This design comes from an exercise in tuning for small area on the open sky130 flow, not from production work. Function was checked by simulation only, so behaviour that the tests miss may differ from the original. Power and IR drop assume default switching activity.

==> flow/config.mk <==
export PLATFORM = sky130hd
export DESIGN_NAME = FPGA
export DESIGN_NICKNAME = FPGA
export VERILOG_FILES = /design/flow/design.v
export SDC_FILE = /design/flow/constraint.sdc
export NUM_CORES = 4
export LEC_CHECK = 0
export CAP_MARGIN = 20
export CORE_MARGIN = 2
export CORE_UTILIZATION = 40
export SLEW_MARGIN = 20
==> flow/constraint.sdc <==
create_clock -name core_clock -period 10.0 [get_ports {MAX10_CLK1_50}]
set_input_delay 2.0000 -clock core_clock [delete_from_list [all_inputs] [get_ports {MAX10_CLK1_50}]]
set_output_delay 2.0000 -clock core_clock [all_outputs]
set_load 0.01 [all_outputs]
==> flow/design.v <==
module FPGA (
	input  wire       MAX10_CLK1_50,  
   input  wire       rst,            
   input  wire       uart_rx,        
   output wire [3:0] VGA_R,          
   output wire [3:0] VGA_G,          
   output wire [3:0] VGA_B,          
   output wire       VGA_HS,         
   output wire       VGA_VS,         
   output wire [9:0] LEDR            
);
   reg pixclk;  
   wire pix_ce = ~pixclk;  
	always @(posedge MAX10_CLK1_50)
	begin
       if (rst)
          pixclk <= 1'b0;
       else
          pixclk <= ~pixclk;
   end
   wire [9:0] hcount;  
   wire [9:0] vcount;  
   wire       hsync, vsync, visible;
   vga_sync_640x480_60 u_sync (
        .clk    (MAX10_CLK1_50),  
        .rst    (rst),
        .ce     (pix_ce),
        .hcount (hcount),  
        .vcount (vcount),  
        .hsync  (hsync),   
        .vsync  (vsync),   
        .visible(visible)  
   );
   assign VGA_HS = hsync;
   assign VGA_VS = vsync;
   wire       rx_dv;    
   wire [7:0] rx_byte;  
   uart_rx_simple #(
       .CLKS_PER_BIT(434)           
   ) u_rx (
       .i_Clock    (MAX10_CLK1_50),
       .i_Reset    (rst),
       .i_Rx_Serial(uart_rx),
       .o_Rx_DV    (rx_dv),
       .o_Rx_Byte  (rx_byte)
   );
   localparam S_IDLE  = 2'd0;  
   localparam S_DATA  = 2'd1;  
   localparam S_END   = 2'd2;  
   reg [1:0]  pkt_state;  
   reg [3:0]  byte_idx;    
   reg [15:0] p1_y_next;
   reg [15:0] p2_y_next;
   reg [15:0] ball_x_next;
   reg [15:0] ball_y_next;
	reg [15:0] score;
   reg [9:0]  p1_y_reg;
   reg [9:0]  p2_y_reg;
   reg [9:0]  ball_x_reg;
   reg [9:0]  ball_y_reg;
   reg [7:0] last_rx_byte;
   function [9:0] clamp_y;
      input [15:0] val;  
      reg   [15:0] tmp;  
   begin
		tmp = val;  
		if (tmp[15])
		begin
			tmp = 16'd0;
		end
		if (tmp > 16'd479)
		begin
			tmp = 16'd479;
		end
      clamp_y = tmp[9:0];
	end
   endfunction
   function [9:0] clamp_x;
      input [15:0] val;
      reg   [15:0] tmp;
   begin
      tmp = val;
      if (tmp[15])
		begin
			tmp = 16'd0;
		end
      if (tmp > 16'd639)
		begin
			tmp = 16'd639;
		end
      clamp_x = tmp[9:0];
   end
   endfunction
   always @(posedge MAX10_CLK1_50)  
	begin
      if (rst)
      begin
         pkt_state    <= S_IDLE;
         byte_idx     <= 4'd0;
         p1_y_next    <= 16'd0;
         p2_y_next    <= 16'd0;
         ball_x_next  <= 16'd0;
         ball_y_next  <= 16'd0;
         score        <= 16'd0;
         p1_y_reg     <= 10'd200;
         p2_y_reg     <= 10'd200;
         ball_x_reg   <= 10'd320;
         ball_y_reg   <= 10'd240;
         last_rx_byte <= 8'd0;
      end
      else if (rx_dv)
		begin
         last_rx_byte <= rx_byte;
         case (pkt_state)
            S_IDLE:
				begin
					if (rx_byte == 8'hA5)
					begin
						pkt_state <= S_DATA;
                  byte_idx  <= 4'd0;  
               end
            end
            S_DATA:
				begin
					case (byte_idx)
                  4'd0: p1_y_next[15:8]   <= rx_byte;  
                  4'd1: p1_y_next[7:0]    <= rx_byte;  
                  4'd2: p2_y_next[15:8]   <= rx_byte;  
                  4'd3: p2_y_next[7:0]    <= rx_byte;  
                  4'd4: ball_x_next[15:8] <= rx_byte;  
                  4'd5: ball_x_next[7:0]  <= rx_byte;  
                  4'd6: ball_y_next[15:8] <= rx_byte;  
                  4'd7: ball_y_next[7:0]  <= rx_byte;  
						4'd8: score[15:8]       <= rx_byte;  
                  4'd9: score[7:0]  <= rx_byte;  
					default: ;
					endcase
					if (byte_idx == 4'd9)
					begin
						pkt_state <= S_END;
					end
						byte_idx <= byte_idx + 1'b1;
				end
				S_END:
				begin
					if (rx_byte == 8'h5A)
					begin
						p1_y_reg   <= clamp_y(p1_y_next);
						p2_y_reg   <= clamp_y(p2_y_next);
						ball_x_reg <= clamp_x(ball_x_next);
						ball_y_reg <= clamp_y(ball_y_next);
					end
					pkt_state <= S_IDLE;
				end
				default: pkt_state <= S_IDLE;
			endcase
		end
	end
   localparam PADDLE_W   = 10;  
   localparam PADDLE_H   = 60;  
   localparam BALL_SIZE  = 8;   
	localparam tick_W = 3;
	localparam tick_H = 10;
   localparam P1_X = 20;                
   localparam P2_X = 640-20-PADDLE_W;   
	localparam tickp1_x1 = 20;
	localparam tickp1_x2 = tickp1_x1 + 8;
	localparam tickp1_x3 = tickp1_x2 + 8;
	localparam tickp1_x4 = tickp1_x3 + 8;
	localparam tickp2_x1 = 640-20-tick_W;
	localparam tickp2_x2 = tickp2_x1 - 8;
	localparam tickp2_x3 = tickp2_x2 - 8;
	localparam tickp2_x4 = tickp2_x3 - 8;
	localparam tick_y = 20;
   wire paddle1_on = (hcount >= P1_X) &&
                     (hcount <  P1_X + PADDLE_W) &&
                     (vcount >= p1_y_reg) &&
                     (vcount <  p1_y_reg + PADDLE_H);
   wire paddle2_on = (hcount >= P2_X) &&
                     (hcount <  P2_X + PADDLE_W) &&
                     (vcount >= p2_y_reg) &&
                     (vcount <  p2_y_reg + PADDLE_H);
   wire ball_on    = (hcount >= ball_x_reg) &&
                     (hcount <  ball_x_reg + BALL_SIZE) &&
                     (vcount >= ball_y_reg) &&
                     (vcount <  ball_y_reg + BALL_SIZE);
	wire score_on = (hcount >= tickp1_x1) &&
                    (hcount <  tickp1_x1 + tick_W) &&
                    (vcount >= tick_y) &&
                    (vcount <  tick_y + tick_H) && (score[7:0] < 8'd4) 
						  ||
						  (hcount >= tickp1_x2) &&
                    (hcount <  tickp1_x2 + tick_W) &&
                    (vcount >= tick_y) &&
                    (vcount <  tick_y + tick_H) && (score[7:0] < 8'd3) 
						  ||
						  (hcount >= tickp1_x3) &&
                    (hcount <  tickp1_x3 + tick_W) &&
                    (vcount >= tick_y) &&
                    (vcount <  tick_y + tick_H) && (score[7:0] < 8'd2) 
						  ||
						  (hcount >= tickp1_x4) &&
                    (hcount <  tickp1_x4 + tick_W) &&
                    (vcount >= tick_y) &&
                    (vcount <  tick_y + tick_H) && (score[7:0] < 8'd1) 
						  ||
						  (hcount >= tickp2_x1) &&
                    (hcount <  tickp2_x1 + tick_W) &&
                    (vcount >= tick_y) &&
                    (vcount <  tick_y + tick_H) && (score[15:8] < 8'd4)
						  ||
						  (hcount >= tickp2_x2) &&
                    (hcount <  tickp2_x2 + tick_W) &&
                    (vcount >= tick_y) &&
                    (vcount <  tick_y + tick_H) && (score[15:8] < 8'd3)
						  ||
						  (hcount >= tickp2_x3) &&
                    (hcount <  tickp2_x3 + tick_W) &&
                    (vcount >= tick_y) &&
                    (vcount <  tick_y + tick_H) && (score[15:8] < 8'd2)
						  ||
						  (hcount >= tickp2_x4) &&
                    (hcount <  tickp2_x4 + tick_W) &&
                    (vcount >= tick_y) &&
                    (vcount <  tick_y + tick_H) && (score[15:8] < 8'd1);
   reg [3:0] r, g, b;
   always @(posedge MAX10_CLK1_50)  
	begin
      if (rst)
      begin
         r <= 0;
         g <= 0;
         b <= 0;
      end
      else if (!pix_ce)
      begin
      end
      else if (!visible)
		begin
			r <= 0;
         g <= 0;
         b <= 0;
      end
		else if (paddle1_on || paddle2_on || ball_on)
		begin
         r <= 4'hF;
         g <= 4'hF;
         b <= 4'hF;
      end
		else if (score_on)
		begin
			r <= (4'hF) / 2;
			g <= (4'hF) / 2;
			b <= (4'hF) / 2;
		end
		else
		begin
         r <= 0;
         g <= 0;
         b <= 0;
      end
   end
   assign VGA_R = r;
   assign VGA_G = g;
   assign VGA_B = b;
   assign LEDR[7:0] = last_rx_byte;
   assign LEDR[9:8] = 2'b0;
endmodule
module vga_sync_640x480_60(
   input  wire       clk,         
   input  wire       rst,         
   input  wire       ce,          
   output reg  [9:0] hcount,      
   output reg  [9:0] vcount,      
   output wire       hsync,       
   output wire       vsync,       
   output wire       visible      
);
	localparam H_VISIBLE = 640;  
   localparam H_FP      = 16;   
   localparam H_SYNC    = 96;   
   localparam H_BP      = 48;   
   localparam H_TOTAL   = H_VISIBLE + H_FP + H_SYNC + H_BP;  
   localparam V_VISIBLE = 480;  
   localparam V_FP      = 10;   
   localparam V_SYNC    = 2;    
   localparam V_BP      = 33;   
   localparam V_TOTAL   = V_VISIBLE + V_FP + V_SYNC + V_BP;  
   always @(posedge clk)
	begin
      if (rst)
      begin
         hcount <= 0;
         vcount <= 0;
      end
      else if (!ce)
      begin
      end
		else if (hcount == H_TOTAL-1)  
		begin
			hcount <= 0;  
         if (vcount == V_TOTAL-1)  
			begin
				vcount <= 0;  
			end
			else
			begin
				vcount <= vcount + 1;
			end
	   end
	   else
	   begin
			hcount <= hcount + 1;
      end
	end
   assign hsync   = ~((hcount >= (H_VISIBLE + H_FP)) &&
                      (hcount <  (H_VISIBLE + H_FP + H_SYNC)));
   assign vsync   = ~((vcount >= (V_VISIBLE + V_FP)) &&
                      (vcount <  (V_VISIBLE + V_FP + V_SYNC)));
   assign visible = (hcount < H_VISIBLE) && (vcount < V_VISIBLE);
endmodule
module uart_rx_simple
#(
	parameter CLKS_PER_BIT = 434  
)
(
   input  wire       i_Clock,           
   input  wire       i_Reset,           
   input  wire       i_Rx_Serial,       
   output reg        o_Rx_DV,           
   output reg [7:0]  o_Rx_Byte          
);
   localparam s_IDLE         = 3'b000;  
   localparam s_RX_START_BIT = 3'b001;  
   localparam s_RX_DATA_BITS = 3'b010;  
   localparam s_RX_STOP_BIT  = 3'b011;  
   localparam s_CLEANUP      = 3'b100;  
   reg [2:0] r_SM_Main;  
   reg [8:0] r_Clock_Count;    
   reg [2:0] r_Bit_Index;    
   reg       r_Rx_Data;    
   always @(posedge i_Clock) 
	begin
      if (i_Reset)
         r_Rx_Data <= 1'b1;
      else
		   r_Rx_Data <= i_Rx_Serial;
   end
   always @(posedge i_Clock)
	begin
      if (i_Reset)
      begin
         r_SM_Main     <= s_IDLE;
         r_Clock_Count <= 9'd0;
         r_Bit_Index   <= 3'd0;
         o_Rx_DV       <= 1'b0;
         o_Rx_Byte     <= 8'd0;
      end
      else
		case (r_SM_Main)
			s_IDLE:
			begin
				o_Rx_DV       <= 1'b0;  
            r_Clock_Count <= 0;     
            r_Bit_Index   <= 0;     
            if (r_Rx_Data == 1'b0)
				begin
					r_SM_Main <= s_RX_START_BIT;
            end
				else
				begin
					r_SM_Main <= s_IDLE;
            end
         end
         s_RX_START_BIT:
			begin
				if (r_Clock_Count == (CLKS_PER_BIT-1)/2)
				begin
					if (r_Rx_Data == 1'b0)
					begin
						r_Clock_Count <= 0;
                  r_SM_Main     <= s_RX_DATA_BITS;
               end
					else
					begin
						r_SM_Main <= s_IDLE;
					end
				end
				else
				begin
					r_Clock_Count <= r_Clock_Count + 1;
               r_SM_Main     <= s_RX_START_BIT;
            end
         end
         s_RX_DATA_BITS:
			begin
				if (r_Clock_Count == CLKS_PER_BIT-1)
				begin
					r_Clock_Count <= 0;
               o_Rx_Byte[r_Bit_Index] <= r_Rx_Data;
               if (r_Bit_Index == 3'd7)
					begin
						r_Bit_Index <= 0;
                  r_SM_Main   <= s_RX_STOP_BIT;
               end
					else
					begin
						r_Bit_Index <= r_Bit_Index + 1;
						r_SM_Main   <= s_RX_DATA_BITS;
					end
				end
				else
				begin
					r_Clock_Count <= r_Clock_Count + 1;
               r_SM_Main     <= s_RX_DATA_BITS;
            end
         end
         s_RX_STOP_BIT:
			begin
				if (r_Clock_Count == CLKS_PER_BIT-1)
				begin
					o_Rx_DV       <= 1'b1;
					r_Clock_Count <= 0;
					r_SM_Main     <= s_CLEANUP;
				end
				else
				begin
					r_Clock_Count <= r_Clock_Count + 1;
					r_SM_Main     <= s_RX_STOP_BIT;
            end
         end
			s_CLEANUP:
			begin
				r_SM_Main <= s_IDLE;
				o_Rx_DV   <= 1'b0;
			end
			default: r_SM_Main <= s_IDLE;
		endcase
   end
endmodule
==> flow/run.sh <==
#!/bin/bash
# synth_recipe.tcl (not shown) runs the flow's synth.tcl, then flattens the netlist and writes it again
# the make line also repeats each setting of config.mk as NAME=value (left out here)
make -C /OpenROAD-flow-scripts/flow DESIGN_CONFIG=/design/flow/config.mk WORK_HOME=/design/flow/orfs CLKGATE_MAP_FILE= SYNTH_SCRIPT=/design/flow/synth_recipe.tcl finish
==> run_results.csv <==
group,metric,value,unit
critical_path,critPathKind,"flop to output port",
layout,area_growth,9.26,%
global_route,met3_usage,3.49,%
cts,clk_pin_slew,70,ps
synth,seq_area_frac_synth,36.9,%
critical_path,critPathCaptureType,"output port",
critical_path,crit_fanout,8,
sta,worst_pin_slew,1020,ps
global_route,grt_pass1_wl,38.9,mm
route,viasPerCell,5.31,
sta,finClkSkew,10.6,ps
synth,synth-edff-count,0,
pwr,cellPowerDensity,132,nW/um^2
global_route,gr-usage-all-layers,18.3,%
cts,cts_setup_buffers,0,
layout,stdcell_count,1548,
layout,final_common_cell,"dfxtp_1",
cts,numCtsBuffers,17,
cts,clk_latency,440,ps
placement,dp_worst_setup_slack,5970,ps
critical_path,r2r-start,"u_rx.o_Rx_DV",
synth,syn-instance-count,1242,
critical_path,r2r_slack,7120,ps
die,die_x,161,um
sta,worst_slack,5510,ps
global_route,busiest_layer,"met2",
cts,clockBufferDepth,2,
placement,hpwl,15.8,mm
sta,fmax,223,MHz
sta,holdWs,454,ps
sta,slew_viol_final,0,
critical_path,ff2ff_path_depth,6,
cts,clock-sinks,182,
sta,timing.final.crit_share,44.9,%
sta,fin_tns_setup,0,ps
die,fp.dieH,161,um
global_route,grt.overflow.total,0,
placement,postPlaceCellArea,10200,um^2
placement,dp.cells,1516,
route,wl,23.3,mm
layout,fin_area,10800,um^2
layout,final_cell_mix,"dfxtp_1 (182), nand2_1 (146), a21oi_1 (144)",
synth,syn-cell-area,9870,um^2
cts,cts_htree_levels,4,
global_route,use_met1,26.5,%
critical_path,critPathArrivalTime,2490,ps
route,drc,0,
layout,register_area,3640,um^2
sta,hold_viol,0,
synth,syn_area_per_cell,7.94,um^2
critical_path,crit_start,"u_sync.vcount[1]",
synth,ys_async_sr_fraction,0,%
route,drt_iter0_markers,608,
layout,num-fill-cells,2459,
placement,portBuffers,24,
global_route,grt_start_max_net_pins,99,
sta,rsz0062_at_grt,"no",
cts,cts_hold_buf,0,
route,ant_nets,0,
cts,cts_resized,0,
route,routedWlPerCell,15.1,um
die,design.die.area,25900,um^2
synth,yosys_warnings,3,
global_route,grt_util_met2,28.0,%
layout,multi_input_area,5630,um^2
critical_path,endpoint,"VGA_VS",
die,core,24200,um^2
critical_path,cp.required,8000,ps
pwr,power.leakage,3.92,nW
sta,slew_headroom,31.8,%
die,num_rows,57,
die,start_util,40.7,%
pwr,vdd_drop_max,0.0000752,V
cts,root_buffer,"clkbuf_16",
critical_path,reg2reg_to,"p1_y_reg[5]",
synth,synth_ff_type,"dfxtp_1",
layout,diodes,0,
status,outcome,"complete, no violations",
layout,nets,1306,
critical_path,cp-start-kind,"flop",
route,drt_pass1_iterations,5,
synth,ys_ff_latch,182,
route,vias,8220,
global_route,grt_pass1_vias,7563,
flow_run,drv_cap,0,
synth,yosysUniqueCellTypes,66,
die,pin_count,27,
layout,drive_above_1_share,4.49,%
cts,cts_tree,"yes",
placement,place_congestion,0.796,
hold_path,hp-class,"flop to flop",
sta,setup_viol,0,
sta,min_period,4490,ps
global_route,grt_antenna_before_repair,0,
logic make-up (layout without fill, tap and decap cells):
| kind of cell | after synthesis | after routing | synth area share, % |
|---|---|---|---|
| compound gates | 245 | 245 | 14.9 |
| xor+xnor | 47 | 47 | 4.17 |
| fa+ha+maj | 92 | 92 | 11.7 |
| buf+inv | 142 | 123 | 6.16 |
| flops | 182 | 182 | 36.9 |
| mux | 13 | 13 | 1.32 |
| other cells | 1 | 2 | 0.0380 |
| simple gates | 520 | 520 | 24.8 |
cell type report:
cell class | instances | share of cell area, %
Tap cell | 324 | 3.76
Timing Repair Buffer | 31 | 2.69
Inverter | 60 | 2.11
Clock inverter | 15 | 1.46
Clock buffer | 17 | 3.95
Sequential cell | 182 | 33.8
Multi-Input combinational cell | 919 | 52.2
per-stage QoR:
stage	util [%]	total power, mW
after floorplan	-	0.773
after global placement	42.1	0.780
after detailed placement	42.1	0.780
after CTS	44.5	1.44
after global routing	44.5	1.48
final	44.5	1.43
cell usage after synthesis (all sizes together), types with 11 or more instances:
cell type	count	area (um^2)
dfxtp	182	3640
nand2	146	548
a21oi	144	721
nor2	135	509
nand3	117	586
ha	92	1150
inv	60	228
clkbuf	57	214
nor3	42	210
xnor2	33	289
buf	25	166
o21ai	25	125
xor2	14	123
mux2i	13	130
nor4	13	81.3
nand4	11	68.8
worst max-delay path: stages (launching register included):
cell	delay (ps)
dfxtp_1	490
inv_1	100
or4b_2	670
or3_1	320
clkdlybuf4s50_1	490
report_power, final:
part           leakage (nW)  switching (mW)  internal, mW  total (mW)
logic                  2.17          0.0219       0.00912      0.0310
clock network         0.289           0.328         0.336       0.664
registers              1.47         0.00552         0.727       0.732
total                  3.92           0.355          1.07        1.43
how the worst min path moves through the flow:
stage                    start         endpoint  slack, ps  depth (start not counted)
2_1_floorplan  ball_x_next[14]  ball_x_next[14]        430                          2
3_3_place_gp   ball_x_next[12]  ball_x_next[12]        440                          2
3_5_place_dp          score[8]         score[8]        450                          2
4_1_cts               score[8]         score[8]        460                          2
5_1_grt          ball_x_reg[7]    ball_x_reg[7]        470                          2
6_report              score[6]         score[6]        450                          2
per-layer routing:
| metal | up-vias | wire, um |
|---|---|---|
| met5 | - | 0 |
| met4 | 0 | 214 |
| met3 | 18 | 793 |
| met2 | 123 | 10400 |
| met1 | 3816 | 12000 |
| li1 | 4263 | - |

[static timing again, ports no longer ideal]
The results above use ideal ports. As a check the final layout listed here was re-extracted and re-timed, cells and wires unchanged.
Step 1, drivers: a clkbuf_16 drives MAX10_CLK1_50 and a buf_2 each remaining input, both assumed.
Step 2 also shifts input and output timing later by t, the mid clock arrival at the registers, as if the neighbouring blocks saw the same clock.
a / b / c = ideal / step 1 / step 2; a / b = the first two.
t, ns: 0.479
slack for setup (ns): 5.512 / 5.464 / 5.943
hold slack, ns: 0.454 / 0.454 / 0.454
clock arrival spread, ns: 0.012 / 0.012
cell pins on the clock port's net: 1
After both steps setup and hold are still met in this run. For this run, drivers alone change the setup slack by -0.048 ns; drivers and shift together by +0.431 ns.
